This design comes from an exercise in tuning for small area on the open sky130 flow, not from production work. No functional check of the RTL was part of this run.

## flow/design.v

```verilog
module pe_first (
    input clk,
    input rst,
    input [7:0] a_in,
    input [7:0] b_in,
    output reg [15:0] accum_out
);
  wire two1;
  wire n2;
  wire m0_0_5;
  wire p0_0_7;
  wire m0_1_9;
  wire p0_1_11;
  wire m0_2_13;
  wire p0_2_15;
  wire m0_3_17;
  wire p0_3_19;
  wire m0_4_21;
  wire p0_4_23;
  wire m0_5_25;
  wire p0_5_27;
  wire m0_6_29;
  wire p0_6_31;
  wire m0_7_33;
  wire p0_7_35;
  wire m0_8_37;
  wire p0_8_39;
  wire one41;
  wire eq43;
  wire two45;
  wire m1_0_47;
  wire p1_0_49;
  wire m1_1_51;
  wire p1_1_53;
  wire m1_2_55;
  wire p1_2_57;
  wire m1_3_59;
  wire p1_3_61;
  wire m1_4_63;
  wire p1_4_65;
  wire m1_5_67;
  wire p1_5_69;
  wire m1_6_71;
  wire p1_6_73;
  wire m1_7_75;
  wire p1_7_77;
  wire m1_8_79;
  wire p1_8_81;
  wire one83;
  wire eq85;
  wire two87;
  wire m2_0_89;
  wire p2_0_91;
  wire m2_1_93;
  wire p2_1_95;
  wire m2_2_97;
  wire p2_2_99;
  wire m2_3_101;
  wire p2_3_103;
  wire m2_4_105;
  wire p2_4_107;
  wire m2_5_109;
  wire p2_5_111;
  wire m2_6_113;
  wire p2_6_115;
  wire m2_7_117;
  wire p2_7_119;
  wire m2_8_121;
  wire p2_8_123;
  wire one125;
  wire eq127;
  wire two129;
  wire m3_0_131;
  wire p3_0_133;
  wire m3_1_135;
  wire p3_1_137;
  wire m3_2_139;
  wire p3_2_141;
  wire m3_3_143;
  wire p3_3_145;
  wire m3_4_147;
  wire p3_4_149;
  wire m3_5_151;
  wire p3_5_153;
  wire m3_6_155;
  wire p3_6_157;
  wire m3_7_159;
  wire p3_7_161;
  wire m3_8_163;
  wire p3_8_165;
  wire s167;
  wire c168;
  wire s170;
  wire c171;
  wire s173;
  wire c174;
  wire s176;
  wire c177;
  wire s179;
  wire c180;
  wire s182;
  wire c183;
  wire s185;
  wire c186;
  wire s188;
  wire c189;
  wire s191;
  wire c192;
  wire s194;
  wire c195;
  wire s197;
  wire c198;
  wire s200;
  wire k201;
  wire s204;
  wire c205;
  wire s207;
  wire c208;
  wire s210;
  wire c211;
  wire s213;
  wire k214;
  wire pn215;
  wire gn216;
  wire s221;
  wire c222;
  wire s224;
  wire c225;
  wire s227;
  wire c228;
  wire s230;
  wire k231;
  wire s234;
  wire c235;
  wire s237;
  wire c238;
  wire s240;
  wire c241;
  wire s244;
  wire k245;
  wire pn246;
  wire gn247;
  wire s252;
  wire c253;
  wire s255;
  wire c256;
  wire s258;
  wire c259;
  wire s262;
  wire k263;
  wire s266;
  wire c267;
  wire s269;
  wire c270;
  wire s272;
  wire k273;
  wire pn274;
  wire gn275;
  wire s280;
  wire c281;
  wire s283;
  wire c284;
  wire s287;
  wire k288;
  wire s291;
  wire c292;
  wire s294;
  wire k295;
  wire pn296;
  wire gn297;
  wire s302;
  wire c303;
  wire s306;
  wire k307;
  wire s310;
  wire k311;
  wire pn312;
  wire gn313;
  wire x318;
  c_inv g3 (.a(b_in[1]), .y(n2));
  c_nor2 g4 (.a(b_in[0]), .b(n2), .y(two1));
  c_nand2 g6 (.a(b_in[0]), .b(a_in[0]), .y(m0_0_5));
  c_xnor2 g8 (.a(m0_0_5), .b(b_in[1]), .y(p0_0_7));
  c_a22oi g10 (.a1(b_in[0]), .a2(a_in[1]), .b1(two1), .b2(a_in[0]), .y(m0_1_9));
  c_xnor2 g12 (.a(m0_1_9), .b(b_in[1]), .y(p0_1_11));
  c_a22oi g14 (.a1(b_in[0]), .a2(a_in[2]), .b1(two1), .b2(a_in[1]), .y(m0_2_13));
  c_xnor2 g16 (.a(m0_2_13), .b(b_in[1]), .y(p0_2_15));
  c_a22oi g18 (.a1(b_in[0]), .a2(a_in[3]), .b1(two1), .b2(a_in[2]), .y(m0_3_17));
  c_xnor2 g20 (.a(m0_3_17), .b(b_in[1]), .y(p0_3_19));
  c_a22oi g22 (.a1(b_in[0]), .a2(a_in[4]), .b1(two1), .b2(a_in[3]), .y(m0_4_21));
  c_xnor2 g24 (.a(m0_4_21), .b(b_in[1]), .y(p0_4_23));
  c_a22oi g26 (.a1(b_in[0]), .a2(a_in[5]), .b1(two1), .b2(a_in[4]), .y(m0_5_25));
  c_xnor2 g28 (.a(m0_5_25), .b(b_in[1]), .y(p0_5_27));
  c_a22oi g30 (.a1(b_in[0]), .a2(a_in[6]), .b1(two1), .b2(a_in[5]), .y(m0_6_29));
  c_xnor2 g32 (.a(m0_6_29), .b(b_in[1]), .y(p0_6_31));
  c_a22oi g34 (.a1(b_in[0]), .a2(a_in[7]), .b1(two1), .b2(a_in[6]), .y(m0_7_33));
  c_xnor2 g36 (.a(m0_7_33), .b(b_in[1]), .y(p0_7_35));
  c_a22oi g38 (.a1(b_in[0]), .a2(a_in[7]), .b1(two1), .b2(a_in[7]), .y(m0_8_37));
  c_xor2 g40 (.a(m0_8_37), .b(b_in[1]), .y(p0_8_39));
  c_xor2 g42 (.a(b_in[2]), .b(b_in[1]), .y(one41));
  c_xnor2 g44 (.a(b_in[3]), .b(b_in[2]), .y(eq43));
  c_nor2 g46 (.a(one41), .b(eq43), .y(two45));
  c_nand2 g48 (.a(one41), .b(a_in[0]), .y(m1_0_47));
  c_xnor2 g50 (.a(m1_0_47), .b(b_in[3]), .y(p1_0_49));
  c_a22oi g52 (.a1(one41), .a2(a_in[1]), .b1(two45), .b2(a_in[0]), .y(m1_1_51));
  c_xnor2 g54 (.a(m1_1_51), .b(b_in[3]), .y(p1_1_53));
  c_a22oi g56 (.a1(one41), .a2(a_in[2]), .b1(two45), .b2(a_in[1]), .y(m1_2_55));
  c_xnor2 g58 (.a(m1_2_55), .b(b_in[3]), .y(p1_2_57));
  c_a22oi g60 (.a1(one41), .a2(a_in[3]), .b1(two45), .b2(a_in[2]), .y(m1_3_59));
  c_xnor2 g62 (.a(m1_3_59), .b(b_in[3]), .y(p1_3_61));
  c_a22oi g64 (.a1(one41), .a2(a_in[4]), .b1(two45), .b2(a_in[3]), .y(m1_4_63));
  c_xnor2 g66 (.a(m1_4_63), .b(b_in[3]), .y(p1_4_65));
  c_a22oi g68 (.a1(one41), .a2(a_in[5]), .b1(two45), .b2(a_in[4]), .y(m1_5_67));
  c_xnor2 g70 (.a(m1_5_67), .b(b_in[3]), .y(p1_5_69));
  c_a22oi g72 (.a1(one41), .a2(a_in[6]), .b1(two45), .b2(a_in[5]), .y(m1_6_71));
  c_xnor2 g74 (.a(m1_6_71), .b(b_in[3]), .y(p1_6_73));
  c_a22oi g76 (.a1(one41), .a2(a_in[7]), .b1(two45), .b2(a_in[6]), .y(m1_7_75));
  c_xnor2 g78 (.a(m1_7_75), .b(b_in[3]), .y(p1_7_77));
  c_a22oi g80 (.a1(one41), .a2(a_in[7]), .b1(two45), .b2(a_in[7]), .y(m1_8_79));
  c_xor2 g82 (.a(m1_8_79), .b(b_in[3]), .y(p1_8_81));
  c_xor2 g84 (.a(b_in[4]), .b(b_in[3]), .y(one83));
  c_xnor2 g86 (.a(b_in[5]), .b(b_in[4]), .y(eq85));
  c_nor2 g88 (.a(one83), .b(eq85), .y(two87));
  c_nand2 g90 (.a(one83), .b(a_in[0]), .y(m2_0_89));
  c_xnor2 g92 (.a(m2_0_89), .b(b_in[5]), .y(p2_0_91));
  c_a22oi g94 (.a1(one83), .a2(a_in[1]), .b1(two87), .b2(a_in[0]), .y(m2_1_93));
  c_xnor2 g96 (.a(m2_1_93), .b(b_in[5]), .y(p2_1_95));
  c_a22oi g98 (.a1(one83), .a2(a_in[2]), .b1(two87), .b2(a_in[1]), .y(m2_2_97));
  c_xnor2 g100 (.a(m2_2_97), .b(b_in[5]), .y(p2_2_99));
  c_a22oi g102 (.a1(one83), .a2(a_in[3]), .b1(two87), .b2(a_in[2]), .y(m2_3_101));
  c_xnor2 g104 (.a(m2_3_101), .b(b_in[5]), .y(p2_3_103));
  c_a22oi g106 (.a1(one83), .a2(a_in[4]), .b1(two87), .b2(a_in[3]), .y(m2_4_105));
  c_xnor2 g108 (.a(m2_4_105), .b(b_in[5]), .y(p2_4_107));
  c_a22oi g110 (.a1(one83), .a2(a_in[5]), .b1(two87), .b2(a_in[4]), .y(m2_5_109));
  c_xnor2 g112 (.a(m2_5_109), .b(b_in[5]), .y(p2_5_111));
  c_a22oi g114 (.a1(one83), .a2(a_in[6]), .b1(two87), .b2(a_in[5]), .y(m2_6_113));
  c_xnor2 g116 (.a(m2_6_113), .b(b_in[5]), .y(p2_6_115));
  c_a22oi g118 (.a1(one83), .a2(a_in[7]), .b1(two87), .b2(a_in[6]), .y(m2_7_117));
  c_xnor2 g120 (.a(m2_7_117), .b(b_in[5]), .y(p2_7_119));
  c_a22oi g122 (.a1(one83), .a2(a_in[7]), .b1(two87), .b2(a_in[7]), .y(m2_8_121));
  c_xor2 g124 (.a(m2_8_121), .b(b_in[5]), .y(p2_8_123));
  c_xor2 g126 (.a(b_in[6]), .b(b_in[5]), .y(one125));
  c_xnor2 g128 (.a(b_in[7]), .b(b_in[6]), .y(eq127));
  c_nor2 g130 (.a(one125), .b(eq127), .y(two129));
  c_nand2 g132 (.a(one125), .b(a_in[0]), .y(m3_0_131));
  c_xnor2 g134 (.a(m3_0_131), .b(b_in[7]), .y(p3_0_133));
  c_a22oi g136 (.a1(one125), .a2(a_in[1]), .b1(two129), .b2(a_in[0]), .y(m3_1_135));
  c_xnor2 g138 (.a(m3_1_135), .b(b_in[7]), .y(p3_1_137));
  c_a22oi g140 (.a1(one125), .a2(a_in[2]), .b1(two129), .b2(a_in[1]), .y(m3_2_139));
  c_xnor2 g142 (.a(m3_2_139), .b(b_in[7]), .y(p3_2_141));
  c_a22oi g144 (.a1(one125), .a2(a_in[3]), .b1(two129), .b2(a_in[2]), .y(m3_3_143));
  c_xnor2 g146 (.a(m3_3_143), .b(b_in[7]), .y(p3_3_145));
  c_a22oi g148 (.a1(one125), .a2(a_in[4]), .b1(two129), .b2(a_in[3]), .y(m3_4_147));
  c_xnor2 g150 (.a(m3_4_147), .b(b_in[7]), .y(p3_4_149));
  c_a22oi g152 (.a1(one125), .a2(a_in[5]), .b1(two129), .b2(a_in[4]), .y(m3_5_151));
  c_xnor2 g154 (.a(m3_5_151), .b(b_in[7]), .y(p3_5_153));
  c_a22oi g156 (.a1(one125), .a2(a_in[6]), .b1(two129), .b2(a_in[5]), .y(m3_6_155));
  c_xnor2 g158 (.a(m3_6_155), .b(b_in[7]), .y(p3_6_157));
  c_a22oi g160 (.a1(one125), .a2(a_in[7]), .b1(two129), .b2(a_in[6]), .y(m3_7_159));
  c_xnor2 g162 (.a(m3_7_159), .b(b_in[7]), .y(p3_7_161));
  c_a22oi g164 (.a1(one125), .a2(a_in[7]), .b1(two129), .b2(a_in[7]), .y(m3_8_163));
  c_xor2 g166 (.a(m3_8_163), .b(b_in[7]), .y(p3_8_165));
  c_ha g169 (.a(b_in[1]), .b(p0_0_7), .s(s167), .c(c168));
  c_ha g172 (.a(c168), .b(p0_1_11), .s(s170), .c(c171));
  c_fa g175 (.a(b_in[3]), .b(p0_2_15), .ci(p1_0_49), .s(s173), .c(c174));
  c_ha g178 (.a(c171), .b(s173), .s(s176), .c(c177));
  c_fa g181 (.a(p0_3_19), .b(c174), .ci(p1_1_53), .s(s179), .c(c180));
  c_ha g184 (.a(c177), .b(s179), .s(s182), .c(c183));
  c_fa g187 (.a(b_in[5]), .b(p0_4_23), .ci(p2_0_91), .s(s185), .c(c186));
  c_fa g190 (.a(s185), .b(p1_2_57), .ci(c180), .s(s188), .c(c189));
  c_ha g193 (.a(c183), .b(s188), .s(s191), .c(c192));
  c_fa g196 (.a(p0_5_27), .b(c186), .ci(p1_3_61), .s(s194), .c(c195));
  c_fa g199 (.a(p2_1_95), .b(s194), .ci(c189), .s(s197), .c(c198));
  c_xor2 g202 (.a(s197), .b(c192), .y(s200));
  c_nand2 g203 (.a(s197), .b(c192), .y(k201));
  c_ha g206 (.a(b_in[7]), .b(p0_6_31), .s(s204), .c(c205));
  c_fa g209 (.a(p3_0_133), .b(s204), .ci(p1_4_65), .s(s207), .c(c208));
  c_fa g212 (.a(p2_2_99), .b(c195), .ci(s207), .s(s210), .c(c211));
  c_xnor2 g217 (.a(s210), .b(c198), .y(pn215));
  c_nand2 g218 (.a(s210), .b(c198), .y(gn216));
  c_xor2 g219 (.a(pn215), .b(k201), .y(s213));
  c_o21ai g220 (.a1(pn215), .a2(k201), .b1(gn216), .y(k214));
  c_fa g223 (.a(p0_7_35), .b(c205), .ci(p1_5_69), .s(s221), .c(c222));
  c_fa g226 (.a(p2_3_103), .b(p3_1_137), .ci(c208), .s(s224), .c(c225));
  c_fa g229 (.a(s221), .b(c211), .ci(s224), .s(s227), .c(c228));
  c_xor2 g232 (.a(s227), .b(k214), .y(s230));
  c_nand2 g233 (.a(s227), .b(k214), .y(k231));
  c_fa g236 (.a(p0_8_39), .b(p1_6_73), .ci(p2_4_107), .s(s234), .c(c235));
  c_fa g239 (.a(p3_2_141), .b(c222), .ci(s234), .s(s237), .c(c238));
  c_xnor2 g242 (.a(c225), .b(s237), .y(s240));
  c_or2 g243 (.a(c225), .b(s237), .y(c241));
  c_xnor2 g248 (.a(s240), .b(c228), .y(pn246));
  c_nand2 g249 (.a(s240), .b(c228), .y(gn247));
  c_xor2 g250 (.a(pn246), .b(k231), .y(s244));
  c_o21ai g251 (.a1(pn246), .a2(k231), .b1(gn247), .y(k245));
  c_fa g254 (.a(p1_7_77), .b(p2_5_111), .ci(p3_3_145), .s(s252), .c(c253));
  c_fa g257 (.a(c235), .b(s252), .ci(c238), .s(s255), .c(c256));
  c_xnor2 g260 (.a(c241), .b(s255), .y(s258));
  c_or2 g261 (.a(c241), .b(s255), .y(c259));
  c_xor2 g264 (.a(s258), .b(k245), .y(s262));
  c_nand2 g265 (.a(s258), .b(k245), .y(k263));
  c_fa g268 (.a(p1_8_81), .b(p2_6_115), .ci(p3_4_149), .s(s266), .c(c267));
  c_fa g271 (.a(c253), .b(s266), .ci(c256), .s(s269), .c(c270));
  c_xnor2 g276 (.a(c259), .b(s269), .y(pn274));
  c_nand2 g277 (.a(c259), .b(s269), .y(gn275));
  c_xor2 g278 (.a(pn274), .b(k263), .y(s272));
  c_o21ai g279 (.a1(pn274), .a2(k263), .b1(gn275), .y(k273));
  c_fa g282 (.a(p2_7_119), .b(p3_5_153), .ci(c267), .s(s280), .c(c281));
  c_xnor2 g285 (.a(s280), .b(c270), .y(s283));
  c_or2 g286 (.a(s280), .b(c270), .y(c284));
  c_xor2 g289 (.a(s283), .b(k273), .y(s287));
  c_nand2 g290 (.a(s283), .b(k273), .y(k288));
  c_fa g293 (.a(p2_8_123), .b(p3_6_157), .ci(c281), .s(s291), .c(c292));
  c_xnor2 g298 (.a(s291), .b(c284), .y(pn296));
  c_nand2 g299 (.a(s291), .b(c284), .y(gn297));
  c_xor2 g300 (.a(pn296), .b(k288), .y(s294));
  c_o21ai g301 (.a1(pn296), .a2(k288), .b1(gn297), .y(k295));
  c_xnor2 g304 (.a(p3_7_161), .b(c292), .y(s302));
  c_or2 g305 (.a(p3_7_161), .b(c292), .y(c303));
  c_xor2 g308 (.a(s302), .b(k295), .y(s306));
  c_nand2 g309 (.a(s302), .b(k295), .y(k307));
  c_xnor2 g314 (.a(p3_8_165), .b(c303), .y(pn312));
  c_nand2 g315 (.a(p3_8_165), .b(c303), .y(gn313));
  c_xor2 g316 (.a(pn312), .b(k307), .y(s310));
  c_o21ai g317 (.a1(pn312), .a2(k307), .b1(gn313), .y(k311));
  c_inv g319 (.a(k311), .y(x318));
  wire [15:0] sum = {x318, s310, s306, s294, s287, s272, s262, s244, s230, s213, s200, s191, s182, s176, s170, s167};
  always @(posedge clk or posedge rst) begin
    if (rst)
      accum_out <= 16'd0;
    else
      accum_out <= sum;
  end
endmodule
module pe_acc (
    input clk,
    input rst,
    input [7:0] a_in,
    input [7:0] b_in,
    input [15:0] accum_in,
    output reg [15:0] accum_out
);
  wire two1;
  wire n2;
  wire m0_0_5;
  wire p0_0_7;
  wire m0_1_9;
  wire p0_1_11;
  wire m0_2_13;
  wire p0_2_15;
  wire m0_3_17;
  wire p0_3_19;
  wire m0_4_21;
  wire p0_4_23;
  wire m0_5_25;
  wire p0_5_27;
  wire m0_6_29;
  wire p0_6_31;
  wire m0_7_33;
  wire p0_7_35;
  wire m0_8_37;
  wire p0_8_39;
  wire one41;
  wire eq43;
  wire two45;
  wire m1_0_47;
  wire p1_0_49;
  wire m1_1_51;
  wire p1_1_53;
  wire m1_2_55;
  wire p1_2_57;
  wire m1_3_59;
  wire p1_3_61;
  wire m1_4_63;
  wire p1_4_65;
  wire m1_5_67;
  wire p1_5_69;
  wire m1_6_71;
  wire p1_6_73;
  wire m1_7_75;
  wire p1_7_77;
  wire m1_8_79;
  wire p1_8_81;
  wire one83;
  wire eq85;
  wire two87;
  wire m2_0_89;
  wire p2_0_91;
  wire m2_1_93;
  wire p2_1_95;
  wire m2_2_97;
  wire p2_2_99;
  wire m2_3_101;
  wire p2_3_103;
  wire m2_4_105;
  wire p2_4_107;
  wire m2_5_109;
  wire p2_5_111;
  wire m2_6_113;
  wire p2_6_115;
  wire m2_7_117;
  wire p2_7_119;
  wire m2_8_121;
  wire p2_8_123;
  wire one125;
  wire eq127;
  wire two129;
  wire m3_0_131;
  wire p3_0_133;
  wire m3_1_135;
  wire p3_1_137;
  wire m3_2_139;
  wire p3_2_141;
  wire m3_3_143;
  wire p3_3_145;
  wire m3_4_147;
  wire p3_4_149;
  wire m3_5_151;
  wire p3_5_153;
  wire m3_6_155;
  wire p3_6_157;
  wire m3_7_159;
  wire p3_7_161;
  wire m3_8_163;
  wire p3_8_165;
  wire s167;
  wire c168;
  wire s170;
  wire c171;
  wire s173;
  wire c174;
  wire s176;
  wire c177;
  wire s179;
  wire c180;
  wire s182;
  wire c183;
  wire s185;
  wire c186;
  wire s188;
  wire c189;
  wire s191;
  wire c192;
  wire s194;
  wire c195;
  wire s197;
  wire c198;
  wire s200;
  wire c201;
  wire s203;
  wire c204;
  wire s206;
  wire c207;
  wire s209;
  wire c210;
  wire s212;
  wire c213;
  wire s215;
  wire c216;
  wire s218;
  wire c219;
  wire s221;
  wire c222;
  wire s224;
  wire k225;
  wire p226;
  wire g227;
  wire s231;
  wire c232;
  wire s234;
  wire c235;
  wire s237;
  wire c238;
  wire s240;
  wire s242;
  wire k243;
  wire pn244;
  wire gn245;
  wire s250;
  wire c251;
  wire s253;
  wire c254;
  wire s256;
  wire c257;
  wire s259;
  wire c260;
  wire s263;
  wire k264;
  wire s267;
  wire c268;
  wire s270;
  wire c271;
  wire s273;
  wire c274;
  wire s276;
  wire k277;
  wire pn278;
  wire gn279;
  wire s284;
  wire c285;
  wire s287;
  wire c288;
  wire s290;
  wire c291;
  wire s294;
  wire k295;
  wire s298;
  wire c299;
  wire s301;
  wire c302;
  wire s304;
  wire k305;
  wire pn306;
  wire gn307;
  wire s312;
  wire c313;
  wire s315;
  wire c316;
  wire s319;
  wire k320;
  wire s323;
  wire c324;
  wire s326;
  wire k327;
  wire pn328;
  wire gn329;
  wire x334;
  wire x336;
  c_inv g3 (.a(b_in[1]), .y(n2));
  c_nor2 g4 (.a(b_in[0]), .b(n2), .y(two1));
  c_nand2 g6 (.a(b_in[0]), .b(a_in[0]), .y(m0_0_5));
  c_xnor2 g8 (.a(m0_0_5), .b(b_in[1]), .y(p0_0_7));
  c_a22oi g10 (.a1(b_in[0]), .a2(a_in[1]), .b1(two1), .b2(a_in[0]), .y(m0_1_9));
  c_xnor2 g12 (.a(m0_1_9), .b(b_in[1]), .y(p0_1_11));
  c_a22oi g14 (.a1(b_in[0]), .a2(a_in[2]), .b1(two1), .b2(a_in[1]), .y(m0_2_13));
  c_xnor2 g16 (.a(m0_2_13), .b(b_in[1]), .y(p0_2_15));
  c_a22oi g18 (.a1(b_in[0]), .a2(a_in[3]), .b1(two1), .b2(a_in[2]), .y(m0_3_17));
  c_xnor2 g20 (.a(m0_3_17), .b(b_in[1]), .y(p0_3_19));
  c_a22oi g22 (.a1(b_in[0]), .a2(a_in[4]), .b1(two1), .b2(a_in[3]), .y(m0_4_21));
  c_xnor2 g24 (.a(m0_4_21), .b(b_in[1]), .y(p0_4_23));
  c_a22oi g26 (.a1(b_in[0]), .a2(a_in[5]), .b1(two1), .b2(a_in[4]), .y(m0_5_25));
  c_xnor2 g28 (.a(m0_5_25), .b(b_in[1]), .y(p0_5_27));
  c_a22oi g30 (.a1(b_in[0]), .a2(a_in[6]), .b1(two1), .b2(a_in[5]), .y(m0_6_29));
  c_xnor2 g32 (.a(m0_6_29), .b(b_in[1]), .y(p0_6_31));
  c_a22oi g34 (.a1(b_in[0]), .a2(a_in[7]), .b1(two1), .b2(a_in[6]), .y(m0_7_33));
  c_xnor2 g36 (.a(m0_7_33), .b(b_in[1]), .y(p0_7_35));
  c_a22oi g38 (.a1(b_in[0]), .a2(a_in[7]), .b1(two1), .b2(a_in[7]), .y(m0_8_37));
  c_xor2 g40 (.a(m0_8_37), .b(b_in[1]), .y(p0_8_39));
  c_xor2 g42 (.a(b_in[2]), .b(b_in[1]), .y(one41));
  c_xnor2 g44 (.a(b_in[3]), .b(b_in[2]), .y(eq43));
  c_nor2 g46 (.a(one41), .b(eq43), .y(two45));
  c_nand2 g48 (.a(one41), .b(a_in[0]), .y(m1_0_47));
  c_xnor2 g50 (.a(m1_0_47), .b(b_in[3]), .y(p1_0_49));
  c_a22oi g52 (.a1(one41), .a2(a_in[1]), .b1(two45), .b2(a_in[0]), .y(m1_1_51));
  c_xnor2 g54 (.a(m1_1_51), .b(b_in[3]), .y(p1_1_53));
  c_a22oi g56 (.a1(one41), .a2(a_in[2]), .b1(two45), .b2(a_in[1]), .y(m1_2_55));
  c_xnor2 g58 (.a(m1_2_55), .b(b_in[3]), .y(p1_2_57));
  c_a22oi g60 (.a1(one41), .a2(a_in[3]), .b1(two45), .b2(a_in[2]), .y(m1_3_59));
  c_xnor2 g62 (.a(m1_3_59), .b(b_in[3]), .y(p1_3_61));
  c_a22oi g64 (.a1(one41), .a2(a_in[4]), .b1(two45), .b2(a_in[3]), .y(m1_4_63));
  c_xnor2 g66 (.a(m1_4_63), .b(b_in[3]), .y(p1_4_65));
  c_a22oi g68 (.a1(one41), .a2(a_in[5]), .b1(two45), .b2(a_in[4]), .y(m1_5_67));
  c_xnor2 g70 (.a(m1_5_67), .b(b_in[3]), .y(p1_5_69));
  c_a22oi g72 (.a1(one41), .a2(a_in[6]), .b1(two45), .b2(a_in[5]), .y(m1_6_71));
  c_xnor2 g74 (.a(m1_6_71), .b(b_in[3]), .y(p1_6_73));
  c_a22oi g76 (.a1(one41), .a2(a_in[7]), .b1(two45), .b2(a_in[6]), .y(m1_7_75));
  c_xnor2 g78 (.a(m1_7_75), .b(b_in[3]), .y(p1_7_77));
  c_a22oi g80 (.a1(one41), .a2(a_in[7]), .b1(two45), .b2(a_in[7]), .y(m1_8_79));
  c_xor2 g82 (.a(m1_8_79), .b(b_in[3]), .y(p1_8_81));
  c_xor2 g84 (.a(b_in[4]), .b(b_in[3]), .y(one83));
  c_xnor2 g86 (.a(b_in[5]), .b(b_in[4]), .y(eq85));
  c_nor2 g88 (.a(one83), .b(eq85), .y(two87));
  c_nand2 g90 (.a(one83), .b(a_in[0]), .y(m2_0_89));
  c_xnor2 g92 (.a(m2_0_89), .b(b_in[5]), .y(p2_0_91));
  c_a22oi g94 (.a1(one83), .a2(a_in[1]), .b1(two87), .b2(a_in[0]), .y(m2_1_93));
  c_xnor2 g96 (.a(m2_1_93), .b(b_in[5]), .y(p2_1_95));
  c_a22oi g98 (.a1(one83), .a2(a_in[2]), .b1(two87), .b2(a_in[1]), .y(m2_2_97));
  c_xnor2 g100 (.a(m2_2_97), .b(b_in[5]), .y(p2_2_99));
  c_a22oi g102 (.a1(one83), .a2(a_in[3]), .b1(two87), .b2(a_in[2]), .y(m2_3_101));
  c_xnor2 g104 (.a(m2_3_101), .b(b_in[5]), .y(p2_3_103));
  c_a22oi g106 (.a1(one83), .a2(a_in[4]), .b1(two87), .b2(a_in[3]), .y(m2_4_105));
  c_xnor2 g108 (.a(m2_4_105), .b(b_in[5]), .y(p2_4_107));
  c_a22oi g110 (.a1(one83), .a2(a_in[5]), .b1(two87), .b2(a_in[4]), .y(m2_5_109));
  c_xnor2 g112 (.a(m2_5_109), .b(b_in[5]), .y(p2_5_111));
  c_a22oi g114 (.a1(one83), .a2(a_in[6]), .b1(two87), .b2(a_in[5]), .y(m2_6_113));
  c_xnor2 g116 (.a(m2_6_113), .b(b_in[5]), .y(p2_6_115));
  c_a22oi g118 (.a1(one83), .a2(a_in[7]), .b1(two87), .b2(a_in[6]), .y(m2_7_117));
  c_xnor2 g120 (.a(m2_7_117), .b(b_in[5]), .y(p2_7_119));
  c_a22oi g122 (.a1(one83), .a2(a_in[7]), .b1(two87), .b2(a_in[7]), .y(m2_8_121));
  c_xor2 g124 (.a(m2_8_121), .b(b_in[5]), .y(p2_8_123));
  c_xor2 g126 (.a(b_in[6]), .b(b_in[5]), .y(one125));
  c_xnor2 g128 (.a(b_in[7]), .b(b_in[6]), .y(eq127));
  c_nor2 g130 (.a(one125), .b(eq127), .y(two129));
  c_nand2 g132 (.a(one125), .b(a_in[0]), .y(m3_0_131));
  c_xnor2 g134 (.a(m3_0_131), .b(b_in[7]), .y(p3_0_133));
  c_a22oi g136 (.a1(one125), .a2(a_in[1]), .b1(two129), .b2(a_in[0]), .y(m3_1_135));
  c_xnor2 g138 (.a(m3_1_135), .b(b_in[7]), .y(p3_1_137));
  c_a22oi g140 (.a1(one125), .a2(a_in[2]), .b1(two129), .b2(a_in[1]), .y(m3_2_139));
  c_xnor2 g142 (.a(m3_2_139), .b(b_in[7]), .y(p3_2_141));
  c_a22oi g144 (.a1(one125), .a2(a_in[3]), .b1(two129), .b2(a_in[2]), .y(m3_3_143));
  c_xnor2 g146 (.a(m3_3_143), .b(b_in[7]), .y(p3_3_145));
  c_a22oi g148 (.a1(one125), .a2(a_in[4]), .b1(two129), .b2(a_in[3]), .y(m3_4_147));
  c_xnor2 g150 (.a(m3_4_147), .b(b_in[7]), .y(p3_4_149));
  c_a22oi g152 (.a1(one125), .a2(a_in[5]), .b1(two129), .b2(a_in[4]), .y(m3_5_151));
  c_xnor2 g154 (.a(m3_5_151), .b(b_in[7]), .y(p3_5_153));
  c_a22oi g156 (.a1(one125), .a2(a_in[6]), .b1(two129), .b2(a_in[5]), .y(m3_6_155));
  c_xnor2 g158 (.a(m3_6_155), .b(b_in[7]), .y(p3_6_157));
  c_a22oi g160 (.a1(one125), .a2(a_in[7]), .b1(two129), .b2(a_in[6]), .y(m3_7_159));
  c_xnor2 g162 (.a(m3_7_159), .b(b_in[7]), .y(p3_7_161));
  c_a22oi g164 (.a1(one125), .a2(a_in[7]), .b1(two129), .b2(a_in[7]), .y(m3_8_163));
  c_xor2 g166 (.a(m3_8_163), .b(b_in[7]), .y(p3_8_165));
  c_fa g169 (.a(accum_in[0]), .b(b_in[1]), .ci(p0_0_7), .s(s167), .c(c168));
  c_fa g172 (.a(accum_in[1]), .b(c168), .ci(p0_1_11), .s(s170), .c(c171));
  c_fa g175 (.a(accum_in[2]), .b(b_in[3]), .ci(p0_2_15), .s(s173), .c(c174));
  c_fa g178 (.a(p1_0_49), .b(c171), .ci(s173), .s(s176), .c(c177));
  c_fa g181 (.a(accum_in[3]), .b(p0_3_19), .ci(c174), .s(s179), .c(c180));
  c_fa g184 (.a(p1_1_53), .b(c177), .ci(s179), .s(s182), .c(c183));
  c_fa g187 (.a(accum_in[4]), .b(b_in[5]), .ci(p0_4_23), .s(s185), .c(c186));
  c_fa g190 (.a(p2_0_91), .b(s185), .ci(p1_2_57), .s(s188), .c(c189));
  c_fa g193 (.a(c180), .b(s188), .ci(c183), .s(s191), .c(c192));
  c_fa g196 (.a(accum_in[5]), .b(p0_5_27), .ci(c186), .s(s194), .c(c195));
  c_fa g199 (.a(p1_3_61), .b(p2_1_95), .ci(s194), .s(s197), .c(c198));
  c_fa g202 (.a(c189), .b(s197), .ci(c192), .s(s200), .c(c201));
  c_fa g205 (.a(accum_in[6]), .b(b_in[7]), .ci(p0_6_31), .s(s203), .c(c204));
  c_fa g208 (.a(p3_0_133), .b(s203), .ci(p1_4_65), .s(s206), .c(c207));
  c_fa g211 (.a(p2_2_99), .b(c195), .ci(s206), .s(s209), .c(c210));
  c_fa g214 (.a(c198), .b(s209), .ci(c201), .s(s212), .c(c213));
  c_fa g217 (.a(accum_in[7]), .b(p0_7_35), .ci(c204), .s(s215), .c(c216));
  c_fa g220 (.a(p1_5_69), .b(p2_3_103), .ci(p3_1_137), .s(s218), .c(c219));
  c_fa g223 (.a(s215), .b(c207), .ci(s218), .s(s221), .c(c222));
  c_ha g228 (.a(c210), .b(s221), .s(p226), .c(g227));
  c_xor2 g229 (.a(p226), .b(c213), .y(s224));
  c_a21oi g230 (.a1(p226), .a2(c213), .b1(g227), .y(k225));
  c_fa g233 (.a(accum_in[8]), .b(p0_8_39), .ci(p1_6_73), .s(s231), .c(c232));
  c_fa g236 (.a(p2_4_107), .b(p3_2_141), .ci(c216), .s(s234), .c(c235));
  c_fa g239 (.a(c219), .b(s231), .ci(s234), .s(s237), .c(c238));
  c_inv g241 (.a(s237), .y(s240));
  c_xnor2 g246 (.a(c222), .b(s240), .y(pn244));
  c_nand2 g247 (.a(c222), .b(s240), .y(gn245));
  c_xor2 g248 (.a(pn244), .b(k225), .y(s242));
  c_o21ai g249 (.a1(pn244), .a2(k225), .b1(gn245), .y(k243));
  c_fa g252 (.a(accum_in[9]), .b(p1_7_77), .ci(p2_5_111), .s(s250), .c(c251));
  c_fa g255 (.a(p3_3_145), .b(c232), .ci(s250), .s(s253), .c(c254));
  c_fa g258 (.a(c235), .b(s253), .ci(c238), .s(s256), .c(c257));
  c_xnor2 g261 (.a(s237), .b(s256), .y(s259));
  c_or2 g262 (.a(s237), .b(s256), .y(c260));
  c_xor2 g265 (.a(s259), .b(k243), .y(s263));
  c_nand2 g266 (.a(s259), .b(k243), .y(k264));
  c_fa g269 (.a(accum_in[10]), .b(p1_8_81), .ci(p2_6_115), .s(s267), .c(c268));
  c_fa g272 (.a(p3_4_149), .b(c251), .ci(s267), .s(s270), .c(c271));
  c_fa g275 (.a(c254), .b(s270), .ci(c257), .s(s273), .c(c274));
  c_xnor2 g280 (.a(c260), .b(s273), .y(pn278));
  c_nand2 g281 (.a(c260), .b(s273), .y(gn279));
  c_xor2 g282 (.a(pn278), .b(k264), .y(s276));
  c_o21ai g283 (.a1(pn278), .a2(k264), .b1(gn279), .y(k277));
  c_fa g286 (.a(accum_in[11]), .b(p2_7_119), .ci(p3_5_153), .s(s284), .c(c285));
  c_fa g289 (.a(c268), .b(s284), .ci(c271), .s(s287), .c(c288));
  c_xnor2 g292 (.a(s287), .b(c274), .y(s290));
  c_or2 g293 (.a(s287), .b(c274), .y(c291));
  c_xor2 g296 (.a(s290), .b(k277), .y(s294));
  c_nand2 g297 (.a(s290), .b(k277), .y(k295));
  c_fa g300 (.a(accum_in[12]), .b(p2_8_123), .ci(p3_6_157), .s(s298), .c(c299));
  c_fa g303 (.a(c285), .b(s298), .ci(c288), .s(s301), .c(c302));
  c_xnor2 g308 (.a(s301), .b(c291), .y(pn306));
  c_nand2 g309 (.a(s301), .b(c291), .y(gn307));
  c_xor2 g310 (.a(pn306), .b(k295), .y(s304));
  c_o21ai g311 (.a1(pn306), .a2(k295), .b1(gn307), .y(k305));
  c_fa g314 (.a(accum_in[13]), .b(p3_7_161), .ci(c299), .s(s312), .c(c313));
  c_xnor2 g317 (.a(s312), .b(c302), .y(s315));
  c_or2 g318 (.a(s312), .b(c302), .y(c316));
  c_xor2 g321 (.a(s315), .b(k305), .y(s319));
  c_nand2 g322 (.a(s315), .b(k305), .y(k320));
  c_fa g325 (.a(accum_in[14]), .b(p3_8_165), .ci(c313), .s(s323), .c(c324));
  c_xnor2 g330 (.a(s323), .b(c316), .y(pn328));
  c_nand2 g331 (.a(s323), .b(c316), .y(gn329));
  c_xor2 g332 (.a(pn328), .b(k320), .y(s326));
  c_o21ai g333 (.a1(pn328), .a2(k320), .b1(gn329), .y(k327));
  c_xnor2 g335 (.a(accum_in[15]), .b(c324), .y(x334));
  c_xor2 g337 (.a(x334), .b(k327), .y(x336));
  wire [15:0] sum = {x336, s326, s319, s304, s294, s276, s263, s242, s224, s212, s200, s191, s182, s176, s170, s167};
  always @(posedge clk or posedge rst) begin
    if (rst)
      accum_out <= 16'd0;
    else
      accum_out <= sum;
  end
endmodule
module c_inv (input a, output y);
  assign y = ~a;
endmodule
module c_and2 (input a, input b, output y);
  assign y = a & b;
endmodule
module c_nand2 (input a, input b, output y);
  assign y = ~(a & b);
endmodule
module c_nor2 (input a, input b, output y);
  assign y = ~(a | b);
endmodule
module c_or2 (input a, input b, output y);
  assign y = a | b;
endmodule
module c_xor2 (input a, input b, output y);
  assign y = a ^ b;
endmodule
module c_xnor2 (input a, input b, output y);
  assign y = ~(a ^ b);
endmodule
module c_a21oi (input a1, input a2, input b1, output y);
  assign y = ~((a1 & a2) | b1);
endmodule
module c_o21ai (input a1, input a2, input b1, output y);
  assign y = ~((a1 | a2) & b1);
endmodule
module c_a22oi (input a1, input a2, input b1, input b2, output y);
  assign y = ~((a1 & a2) | (b1 & b2));
endmodule
module c_ha (input a, input b, output s, output c);
  assign s = a ^ b;
  assign c = a & b;
endmodule
module c_fa (input a, input b, input ci, output s, output c);
  assign s = a ^ b ^ ci;
  assign c = (a & b) | (a & ci) | (b & ci);
endmodule
module systolic_array #(parameter DATA_WIDTH = 8, SIZE = 4) (
    input clk,
    input rst,
    input [DATA_WIDTH*SIZE*SIZE-1:0] a_in,
    input [DATA_WIDTH*SIZE*SIZE-1:0] b_in,
    output [2*DATA_WIDTH*SIZE*SIZE-1:0] result
);
wire [2*DATA_WIDTH-1:0] accum [0:SIZE-1][0:SIZE-1];
generate
    genvar i, j;
    for (i = 0; i < SIZE; i = i + 1) begin : row
        for (j = 0; j < SIZE; j = j + 1) begin : col
            if (i == 0) begin : first
                pe_first pe (
                    .clk(clk), .rst(rst),
                    .a_in(a_in[(i * SIZE + j) * DATA_WIDTH +: DATA_WIDTH]),
                    .b_in(b_in[(i * SIZE + j) * DATA_WIDTH +: DATA_WIDTH]),
                    .accum_out(accum[i][j])
                );
            end else begin : rest
                pe_acc pe (
                    .clk(clk), .rst(rst),
                    .a_in(a_in[(i * SIZE + j) * DATA_WIDTH +: DATA_WIDTH]),
                    .b_in(b_in[(i * SIZE + j) * DATA_WIDTH +: DATA_WIDTH]),
                    .accum_in(accum[i-1][j]),
                    .accum_out(accum[i][j])
                );
            end
            assign result[(i * SIZE + j) * 2 * DATA_WIDTH +: 2 * DATA_WIDTH] = accum[i][j];
        end
    end
endgenerate
endmodule
```

## flow/flow/run.sh

```bash
#!/bin/bash
# Layout flow: the standard ORFS flow (standard.sh), with
#  - the AOI21 and AOI22 gates that synthesis sized to drive strength 2 set back to
#    drive strength 1 (same function; timing repair may upsize them again),
#  - the port buffers made from the smallest buffer cell (buf_1) instead of
#    the default delay buffer, and
#  - clock tree synthesis with small clusters of clkbuf_4 and no dummy loads.
# Each tool's full output is in the ORFS logs under orfs/logs/; the make
# output is in synth.log and standard.log.
set -euo pipefail
export BUFFER_PORTS_ARGS="-buffer_cell sky130_fd_sc_hd__buf_1"
export CTS_ARGS="-sink_clustering_enable -repair_clock_nets -dont_use_dummy_load -sink_clustering_size 10 -sink_clustering_max_diameter 60 -buf_list {sky130_fd_sc_hd__clkbuf_4}"
RES=orfs/results/sky130hd/systolic_array/base
bash standard.sh synth > synth.log 2>&1
sed -i -e "s/sky130_fd_sc_hd__a21oi_2 /sky130_fd_sc_hd__a21oi_1 /" -e "s/sky130_fd_sc_hd__a22oi_2 /sky130_fd_sc_hd__a22oi_1 /" $RES/1_2_yosys.v
rm -f $RES/1_synth.odb $RES/1_synth.sdc
bash standard.sh > standard.log 2>&1
```

## flow/standard.sh

```bash
#!/bin/bash
# synth_recipe.tcl (not shown) runs the flow's synth.tcl, then flattens the netlist and writes it again
# the make line also repeats each setting of config.mk as NAME=value (left out here)
make -C /OpenROAD-flow-scripts/flow DESIGN_CONFIG=/design/flow/config.mk WORK_HOME=/design/flow/orfs CLKGATE_MAP_FILE= SYNTH_SCRIPT=/design/flow/synth_recipe.tcl "${@:-finish}"
```

## flow/config.mk

```make
export PLATFORM = sky130hd
export DESIGN_NAME = systolic_array
export DESIGN_NICKNAME = systolic_array
export VERILOG_FILES = /design/flow/design.v
export SDC_FILE = /design/flow/constraint.sdc
export NUM_CORES = 4
export LEC_CHECK = 0
export CAP_MARGIN = 20
export CORE_MARGIN = 2
export CORE_UTILIZATION = 40
export GPL_TIMING_DRIVEN = 0
export SLEW_MARGIN = 20
export SYNTH_HIERARCHICAL = 1
```

## flow/constraint.sdc

```tcl
create_clock -name core_clock -period 6.5 [get_ports {clk}]
set_input_delay 1.3000 -clock core_clock [delete_from_list [all_inputs] [get_ports {clk}]]
set_output_delay 1.3000 -clock core_clock [all_outputs]
set_load 0.01 [all_outputs]
```

==> impl_metrics.env <==
export IMPL_outcome="no timing/DRC/antenna violations"
export IMPL_cts_resized=0
export IMPL_p_total_w=0.0228
export IMPL_cts_buffers=40
export IMPL_regToRegEndpoint="row[2].col[0].rest.pe.accum_out[15]"
export IMPL_worstMarginPinSlew_ps=923
export IMPL_cts_tree="done"
export IMPL_hold_depth=1
export IMPL_post_route_min_period_ps=6030
export IMPL_wire_per_inst_um=19.0
export IMPL_fin_skew_ps=54.5
export IMPL_crit_path_end_kind="flop"
export IMPL_met1_usage=0.286
export IMPL_drc=0
export IMPL_yosysWarnings=9
export IMPL_hpwl_um=67000
export IMPL_drive_gt1_frac=0.0130
export IMPL_syn_to_final_growth_pct=11.4
export IMPL_nFillCells=7368
export IMPL_fp_dieH_um=280
export IMPL_track_usage=0.202
export IMPL_maxCapViolations=0
export IMPL_arrival_ps=6650
export IMPL_syn_inst=2672
export IMPL_busiest_layer="met2"
export IMPL_reg2reg_from="row[1].col[0].rest.pe.accum_out[0]"
export IMPL_gr_usage_met3=0.0289
export IMPL_die_area_um2=78700
export IMPL_ant_nets=0
export IMPL_crit_type="input port to flop"
export IMPL_wl_um=80200
export IMPL_htreeDepth=2
export IMPL_rsz0062_at_grt="false"
export IMPL_cts_root_buf="clkbuf_4"
export IMPL_final_max_slew_viol_count=0
export IMPL_die_w_um=280
export IMPL_tns_ps=0
export IMPL_via_per_inst=5.19
export IMPL_timing_final_crit_share=0.928
export IMPL_floorplan_initialDensity=0.403
export IMPL_via_count=21900
export IMPL_hold_viol=0
export IMPL_min_to="row[3].col[0].rest.pe.accum_out[1]"
export IMPL_ctsLongestPathBuffers=3
export IMPL_min_path_type="flop to flop"
export IMPL_nNetsFinal=4006
export IMPL_r2r_slack_ps=1710
export IMPL_syn_cell_area_um2=30600
export IMPL_core_area_um2=75800
export IMPL_drt_pass1_iter_count=7
export IMPL_peakVddDrop_v=0.000352
export IMPL_drt_iter0_drc=1335
export IMPL_cts_hold_buf=0
export IMPL_p_per_area_nw_per_um2=670
export IMPL_clock_latency_ps=750
export IMPL_required_ps=7120
export IMPL_gp_congestion=0.908
export IMPL_crit_path_max_fanout=12
export IMPL_syn_area_per_cell_um2=11.4
export IMPL_grt_max_degree=17
export IMPL_hp_start="row[2].col[0].rest.pe.accum_out[1]"
export IMPL_pin_count=514
export IMPL_grt_pass1_wl_um=124000
export IMPL_antenna_found_initial=17
export IMPL_reg2reg_depth=16
export IMPL_worst_setup_hold_path_clk_slew_ps=110
export IMPL_post_cts_buffers=0
export IMPL_max_slew_margin=0.384
export IMPL_setup_viol=0
export IMPL_start_kind="input port"
export IMPL_syn_nets=3450
export IMPL_use_met2=0.319
export IMPL_max_freq_mhz=166
export IMPL_portBuffers=513
export IMPL_rows=101
export IMPL_grt_overflow_total=0
export IMPL_power_leakage_nw=12.2
export IMPL_clkSinkCount=256
export IMPL_grt_pass1_vias=21700
[worst max path at each step]
stage              start                                   to  depth (start not counted)
3_5_place_dp   b_in[121]  row[3].col[3].rest.pe.accum_out[15]                         20
3_3_place_gp    b_in[81]  row[2].col[2].rest.pe.accum_out[15]                         18
2_1_floorplan   b_in[33]  row[1].col[0].rest.pe.accum_out[15]                         19
6_report       b_in[121]  row[3].col[3].rest.pe.accum_out[15]                         20
4_1_cts        b_in[121]  row[3].col[3].rest.pe.accum_out[15]                         20
5_1_grt        b_in[121]  row[3].col[3].rest.pe.accum_out[15]                         20
[per-stage QoR]
step | setup WS, ps | cells | utilization | hold slack (ps) | area (µm²)
finish | 470 | 4215 | 0.449 | 580 | 34100
global route | 239 | 4214 | 0.449 | 610 | 34100
CTS | 642 | 4204 | 0.449 | 586 | 34100
detailed placement | -211 | 4164 | 0.445 | 570 | 33700
global placement | -137 | 4163 | 0.445 | 555 | 33700
floorplan | 1030 | 2672 | - | 604 | 30600
[worst max-delay path, cell delays in order]
cell	delay, ps
buf_1	600
inv_1	100
nor2_1	450
a22oi_1	170
xnor2_1	230
fa_1	480
fa_1	400
fa_1	460
fa_1	410
fa_1	410
fa_1	410
a21oi_1	230
o21ai_1	140
nand2_1	120
o21ai_1	120
nand2_1	120
o21ai_1	110
nand2_1	100
o21ai_1	100
xor2_1	170
[cell usage in the layout, fill, tap and decap left out, types with 12 or more instances in the layout]
master / count
nand2_1: 188
nor2_1: 64
fa_1: 484
a21oi_1: 12
xnor2_1: 692
o21ai_1: 68
ha_1: 36
a22oi_1: 512
clkbuf_4: 40
xor2_1: 260
buf_1: 512
dfrtp_1: 256
or2_1: 52
inv_1: 48
[sequential cells by signal (all words and copies together) (netlist names)]
name and flops:
row.col.first.pe.accum_out 64, row.col.rest.pe.accum_out 192
[power breakdown]
| part | total [W] | switching [W] | internal [W] |
|---|---|---|---|
| Sequential | 0.00382 | 0.000808 | 0.00301 |
| Clock | 0.000844 | 0.000563 | 0.000281 |
| Combinational | 0.0182 | 0.00996 | 0.00821 |
[cell type report]
cell class / instances / area, µm² / area share
Tap cell: 978 / 1220 / 0.0359
Inverter: 48 / 180 / 0.00529
Antenna cell: 11 / 27.5 / 0.000808
Clock buffer: 40 / 300 / 0.00881
Sequential cell: 256 / 6410 / 0.188
Multi-Input combinational cell: 2368 / 24000 / 0.704
Timing Repair Buffer: 514 / 1950 / 0.0571
[metal layers]
layer,part of all wire,vias up,wire length [µm]
met1,0.45,10800,36200
met3,0.049,115,3950
met4,0.029,12,2320
met2,0.47,608,37700
met5,0.00086,-,69
li1,-,10300,-

## port drivers added, routing unchanged
Ports are ideal in the flow. The routed layout listed here was re-timed in OpenROAD. Step 1: set_driving_cell puts a clkbuf_16 on clk and a buf_2 on each other input, an assumption about the parent block. Step 2 adds t to the input delays and takes it off the output delays; t is the mean of the earliest and latest rising clock arrival at the registers after step 1. Input paths then give back, and output paths get back, about the clock's delay inside the block. Slacks: no drivers / after step 1 / after step 2; pairs: no drivers / after step 1.
t (ns): 0.773
setup slack, ns: 0.470 / 0.492 / -0.281
clock arrival spread, ns: 0.061 / 0.060
slew at the worst register clock pin (ns): 0.11 / 0.11
worst slew at a driven data input, ns: 0.11
Met with ideal ports but missed after step 2: setup timing in this run. For this run, drivers alone change the setup slack by +0.022 ns; drivers and shift together by -0.751 ns.
